Context: an optimization exercise on an open-source flow, tuned for small area. The choices shown serve that exercise and are no tape-out recipe.
Function was checked by simulation only, so behaviour that the tests miss may differ from the original.

--- design/flow/design.v ---
`timescale 1ns/100ps
module cordic_stage(clk, x_i, y_i, z_i, x_o, y_o, z_o, arctan);
  parameter z_width = 12; 
  parameter iter_width = 17;  	 
  parameter i=0;  		 
  input signed [z_width:0] arctan;
  input clk;
  input signed [iter_width:0] x_i, y_i;
  input signed [z_width:0] z_i;
  output [iter_width:0] x_o, y_o;
  output [z_width:0] z_o;
  reg d;
  reg signed [iter_width:0] x_o, x_next;
  reg signed [iter_width:0] y_o, y_next;
  reg signed [z_width:0] z_o, z_next;
  always @ (posedge clk)
    begin
      x_o <= x_next;
      y_o <= y_next;
      z_o <= z_next; 
    end
  always @(*)
    begin    
      d = (z_i[11] == 0) ? 0 : 1;
      if(d == 0) begin
        x_next = x_i - (y_i >>> i);
        y_next = y_i + (x_i >>> i);
        z_next = z_i - arctan;
      end
      else begin
        x_next = x_i + (y_i >>> i);
        y_next = y_i - (x_i >>> i);
        z_next = z_i + arctan;
      end
  end
endmodule
`timescale 1ns/100ps
module cordic_pipelined(clk, z0, xn, yn);
  parameter z_width = 12; 
  parameter iter_width = 17;   
  input clk;
  input signed [z_width:0] z0;
  output reg signed [iter_width:0] xn, yn;
  parameter N = 10;  
  reg [(N-1):0] d;
  wire signed [iter_width:0] x [N:0];
  wire signed [iter_width:0] y [N:0];
  wire signed [z_width:0] z [N:0];
  reg signed [z_width:0] z_start;
  assign x[0] = 'b01_0011_0110_1110_1001;   
  assign y[0] = 0;
  assign z[0] = z_start;
  reg [(N-1):0] flip;
  wire flip_in;
  assign flip_in = ((z0[z_width]==1) && (z0 < 'h1A60)) || 
   	((z0[z_width]==0) && (z0 > 'h05A0));    
  always @ (posedge clk)
    flip <= {flip[(N-2):0], flip_in};
  always @ (flip, x[N], y[N]) begin
    if (flip[N-1]) begin    
  	xn = ~( x[N]-1 );  
	yn = ~( y[N]-1 );  
    end
    else begin		 
	xn = x[N];	 
	yn = y[N];	 
    end
  end
  always @ (z0) begin
    if (((z0[z_width]==1) && (z0 < 'h1A60)) || 
   	((z0[z_width]==0) && (z0 > 'h05A0))) begin    
	if (z0[z_width] == 1) begin 			 
	    z_start = z0 + 'hB40; 	   
	end
	else begin
	    z_start = z0 - 'hB40;	   
	end
    end
    else begin
	z_start = z0; 
    end
  end
  wire signed [z_width:0] arctan [(N-1):0];
  assign arctan[0] = 'b0_0010_1101_0000;  
  assign arctan[1] = 'b0_0001_1010_1001;  
  assign arctan[2] = 'b0_0000_1110_0000;  
  assign arctan[3] = 'b0_0000_0111_0010;  
  assign arctan[4] = 'b0_0000_0011_1001;  
  assign arctan[5] = 'b0_0000_0001_1100;  
  assign arctan[6] = 'b0_0000_0000_1110;  
  assign arctan[7] = 'b0_0000_0000_0111;  
  assign arctan[8] = 'b0_0000_0000_0011;  
  assign arctan[9] = 'b0_0000_0000_0001;  
  genvar i;
  generate
    for(i=0; i<N; i=i+1)
      begin: stage_generate
        cordic_stage #(.i(i)) stage_i
        (
          .clk(clk), 
          .x_i(x[i]), .x_o(x[i+1]), 
          .y_i(y[i]), .y_o(y[i+1]), 
          .z_i(z[i]), .z_o(z[i+1]),
          .arctan(arctan[i])
        );
      end
  endgenerate
endmodule
--- design/flow/run.sh ---
#!/bin/bash
# synth_recipe.tcl (not shown) runs the flow's synth.tcl, then flattens the netlist and writes it again
# the make line also repeats each setting of config.mk as NAME=value (left out here)
make -C /OpenROAD-flow-scripts/flow DESIGN_CONFIG=/design/flow/config.mk WORK_HOME=/design/flow/orfs CLKGATE_MAP_FILE= SYNTH_SCRIPT=/design/flow/synth_recipe.tcl finish
--- design/flow/config.mk ---
export PLATFORM = sky130hd
export DESIGN_NAME = cordic_pipelined
export DESIGN_NICKNAME = cordic_pipelined
export VERILOG_FILES = /design/flow/design.v
export SDC_FILE = /design/flow/constraint.sdc
export NUM_CORES = 4
export LEC_CHECK = 0
export CAP_MARGIN = 20
export CORE_MARGIN = 2
export CORE_UTILIZATION = 40
export SLEW_MARGIN = 20
--- design/flow/constraint.sdc ---
create_clock -name core_clock -period 5.0 [get_ports {clk}]
set_input_delay 1.0000 -clock core_clock [delete_from_list [all_inputs] [get_ports {clk}]]
set_output_delay 1.0000 -clock core_clock [all_outputs]
set_load 0.01 [all_outputs]
==> insert_results.sql <==
INSERT INTO impl_metrics (metric_group, metric, value, unit) VALUES
('setup_path', 'critPathArrivalTime', '4.66', 'ns'),
('drt', 'drt_iter0_markers', '1018', ''),
('clock_network', 'path_clk_slew', '0.06', 'ns'),
('die', 'chipWidth', '272.2', 'um'),
('die', 'floorplan.io_pins', '50', ''),
('sta', 'timing_worst_slew_pin_value', '0.9008', 'ns'),
('logic_synthesis', 'synth-seq-cells', '426', ''),
('sta', 'setup_slack', '0.8302', 'ns'),
('logic_synthesis', 'yosys.area.top_type', 'sky130_fd_sc_hd__dfxtp_1', ''),
('drt', 'route.detailed.vias_per_inst', '5.124', ''),
('logic_synthesis', 'simple_gate_area_share_of_the_yosys_netlist', '0.1365', ''),
('logic_synthesis', 'synth_compound_area_frac', '0.1719', ''),
('drt', 'drt.antenna.violating_nets', '0', ''),
('logic_synthesis', 'number_of_synthesized_flops_with_an_enable_pin', '0', ''),
('drt', 'post-route-drc-count', '0', ''),
('logic_synthesis', 'synth.top_cells.by_area', 'sky130_fd_sc_hd__dfxtp_1, sky130_fd_sc_hd__ha_1, sky130_fd_sc_hd__xnor2_1', ''),
('clock_network', 'worstSkewPairLatency', '0.60', 'ns'),
('clock_network', 'post_cts_buffers', '0', ''),
('clock_network', 'htreeDepth', '2', ''),
('worst_hold_path', 'hp-start', 'flip[7]$_DFF_P_', ''),
('clock_network', 'cts_made_buffers', '46', ''),
('clock_network', 'cts.sink_count', '426', ''),
('setup_path', 'reg2reg_from', 'stage_generate[3].stage_i.y_o[8]$_DFF_P_', ''),
('finish', 'layout_overhead_on_the_synthesized_area', '11.53', '%'),
('setup_path', 'critPathLaunchType', 'input pin', ''),
('logic_synthesis', 'synth_top_family_by_area', 'adder cells', ''),
('placement', 'dp_hpwl', '49860', 'um'),
('setup_path', 'r2r_end', 'stage_generate[4].stage_i.x_o[17]$_DFF_P_', ''),
('sta', 'finalHoldViolations', '0', ''),
('global_routing', 'grt_antenna_before_repair', '0', ''),
('placement', 'placedInstanceArea', '0.03033', 'mm^2'),
('clock_network', 'cts_root_buf', 'sky130_fd_sc_hd__clkbuf_16', ''),
('setup_path', 'worst-r2r-setup-slack', '0.92', 'ns'),
('clock_network', 'ctsResizeCount', '0', ''),
('die', 'die_h', '272.2', 'um'),
('placement', 'io_buffers', '49', ''),
('clock_network', 'cts.hold.buffers_added', '0', ''),
('die', 'coreArea', '0.07136', 'mm^2'),
('placement', 'place_congestion', '0.8650', ''),
('finish', 'post_route_cells_drive_above_1_share', '0.04376', ''),
('finish', 'antenna_cells_inserted', '0', ''),
('sta', 'setup_viol', '0', ''),
('logic_synthesis', 'synthArstFlopShare', '0', ''),
('setup_path', 'crit_required', '5.49', 'ns'),
('die', 'row_count', '98', ''),
('placement', 'post_place_worst_slack', '0.1980', 'ns'),
('sta', 'slew_viol_final', '0', ''),
('logic_synthesis', 'syn-num-nets', '3666', ''),
('logic_synthesis', 'synthMuxAreaShare', '0.01735', ''),
('setup_path', 'worst-setup-path-type', 'input pin to flop', ''),
('worst_hold_path', 'min_path_type', 'flop to flop', ''),
('sta', 'final_period_minus_worst_setup_slack', '4.170', 'ns'),
('setup_path', 'cp-end-kind', 'flop', ''),
('sta', 'final.setup_skew', '0.03355', 'ns'),
('logic_synthesis', 'syn-cell-area', '0.02877', 'mm^2'),
('drt', 'vias', '21960', ''),
('finish', 'final_net_count', '3722', ''),
('global_routing', 'first_pass_grt_wire_length', '104200', 'um'),
('finish', 'post-route-cell-area', '0.03209', 'mm^2'),
('sta', 'setup_repair_after_global_routing_missed_its_margin', 'no', ''),
('drt', 'drt_first_pass_iters', '5', ''),
('logic_synthesis', 'yosys.cell_types.count', '76', ''),
('sta', 'final.period_utilization', '0.8340', ''),
('outcome', 'status', 'no timing/DRC/antenna violations', ''),
('setup_path', 'ff_to_ff_path_depth', '13', ''),
('clock_network', 'cts_max_path_buffers', '3', ''),
('finish', 'post-route-util', '0.4497', '');
[stage by stage]
stage	hold slack [ns]	instances
after CTS	0.3254	4286
final	0.3229	4286
after global placement	0.3098	4201
after global routing	0.3280	4286
after detailed placement	0.3121	4201
after floorplan	0.3096	3243
[flip-flops by register name, indices dropped and copies added, names as in the netlist]
name and cells:
stage_generate.stage_i.y_o 162, flip 10, stage_generate.stage_i.z_o 97, stage_generate.stage_i.x_o 157
[final cells by class]
type | instances | area, um^2 | share of cell area
Multi-Input combinational cell | 2560 | 19270 | 0.6004
Sequential cell | 426 | 8528 | 0.2658
Clock buffer | 61 | 1339 | 0.04172
Tap cell | 950 | 1189 | 0.03704
Inverter | 204 | 765.7 | 0.02386
Timing Repair Buffer | 61 | 580.6 | 0.01809
Clock inverter | 24 | 422.9 | 0.01318
[cell usage in the layout, fill, tap and decap left out, drive strengths merged, types with 31 or more instances in the layout]
cell             n
nand2b          41
nand3           43
o21ai          122
nor2           282
clkbuf          61
clkdlybuf4s50   49
o21a            41
nand2          140
or3             32
o21bai          53
a31oi           31
ha             382
inv            205
a21oi          286
nor2b           41
xor2           160
nor3           107
a21o            85
xnor2          359
dfxtp          426
[per-layer routing]
layer | up-vias | track usage | part of all wire | routed length (um)
met2 | 224 | 0.3140 | 0.50 | 31180
met5 | - | 0 | 0 | 0
met4 | 0 | 0.04425 | 0.022 | 1345
met1 | 10150 | 0.2029 | 0.45 | 27790
li1 | 11510 | - | - | -
met3 | 83 | 0.01957 | 0.025 | 1534
[how the worst max path moves through the flow]
stage                                        startpoint                                         to  slack [ns]  cells past startpoint
2_1_floorplan                                    z0[12]  stage_generate[0].stage_i.z_o[10]$_DFF_P_        1.22                     14
3_3_place_gp                                     z0[12]  stage_generate[0].stage_i.z_o[10]$_DFF_P_        0.19                     15
3_5_place_dp                                     z0[12]  stage_generate[0].stage_i.z_o[10]$_DFF_P_        0.20                     15
4_1_cts        stage_generate[9].stage_i.x_o[0]$_DFF_P_                                     xn[17]        0.82                      9
5_1_grt                                          z0[12]  stage_generate[0].stage_i.z_o[10]$_DFF_P_        0.51                     15
6_report                                         z0[12]  stage_generate[0].stage_i.z_o[10]$_DFF_P_        0.83                     15
[worst max-delay path, stage by stage]
cell	delay (ns)
sky130_fd_sc_hd__clkdlybuf4s50_1	0.59
sky130_fd_sc_hd__inv_1	0.13
sky130_fd_sc_hd__ha_1	0.29
sky130_fd_sc_hd__a21o_1	0.18
sky130_fd_sc_hd__a21oi_1	0.25
sky130_fd_sc_hd__nor2_1	0.07
sky130_fd_sc_hd__o311ai_1	0.65
sky130_fd_sc_hd__mux2i_4	0.20
sky130_fd_sc_hd__inv_2	0.16
sky130_fd_sc_hd__xnor2_1	0.08
sky130_fd_sc_hd__ha_1	0.24
sky130_fd_sc_hd__or3_1	0.37
sky130_fd_sc_hd__a21oi_1	0.23
sky130_fd_sc_hd__o21ai_1	0.10
sky130_fd_sc_hd__xor2_1	0.14
[cell families (layout without fill, tap and decap cells)]
family | after synthesis | in the layout
XOR/XNOR | 520 | 520
buffers and inverters | 257 | 350
AND/OR/NAND/NOR | 808 | 808
flip-flops | 426 | 426
AO/OA/AOI/OAI | 776 | 776
multiplexers | 46 | 46
adder cells (fa/ha/maj) | 409 | 409
other | 1 | 1

## re-timing with driven ports
How much do the figures lean on ideal ports? The routed layout below was timed once more, with nothing changed but the port constraints.
Step 1 assumes that a clkbuf_16 drives the clock port and a buf_2 every other input.
Step 2 moves the port delays by t, midway between the first and last clock arrival at a register: inputs arrive t later, outputs are due t later. That takes back most of the time a late clock gives input paths.
a / b / c = no drivers / after step 1 / after step 2; a / b = the first two.
shift t [ns]: 0.654
setup slack, ns: 0.830 / 0.833 / 0.213
latest minus earliest clock arrival (ns): 0.034 / 0.034
worst slew at a driven data input, ns: 0.03
After both steps setup and hold are still met in this run. The setup slack of this run moves by +0.003 ns with the drivers and by -0.617 ns with both steps.
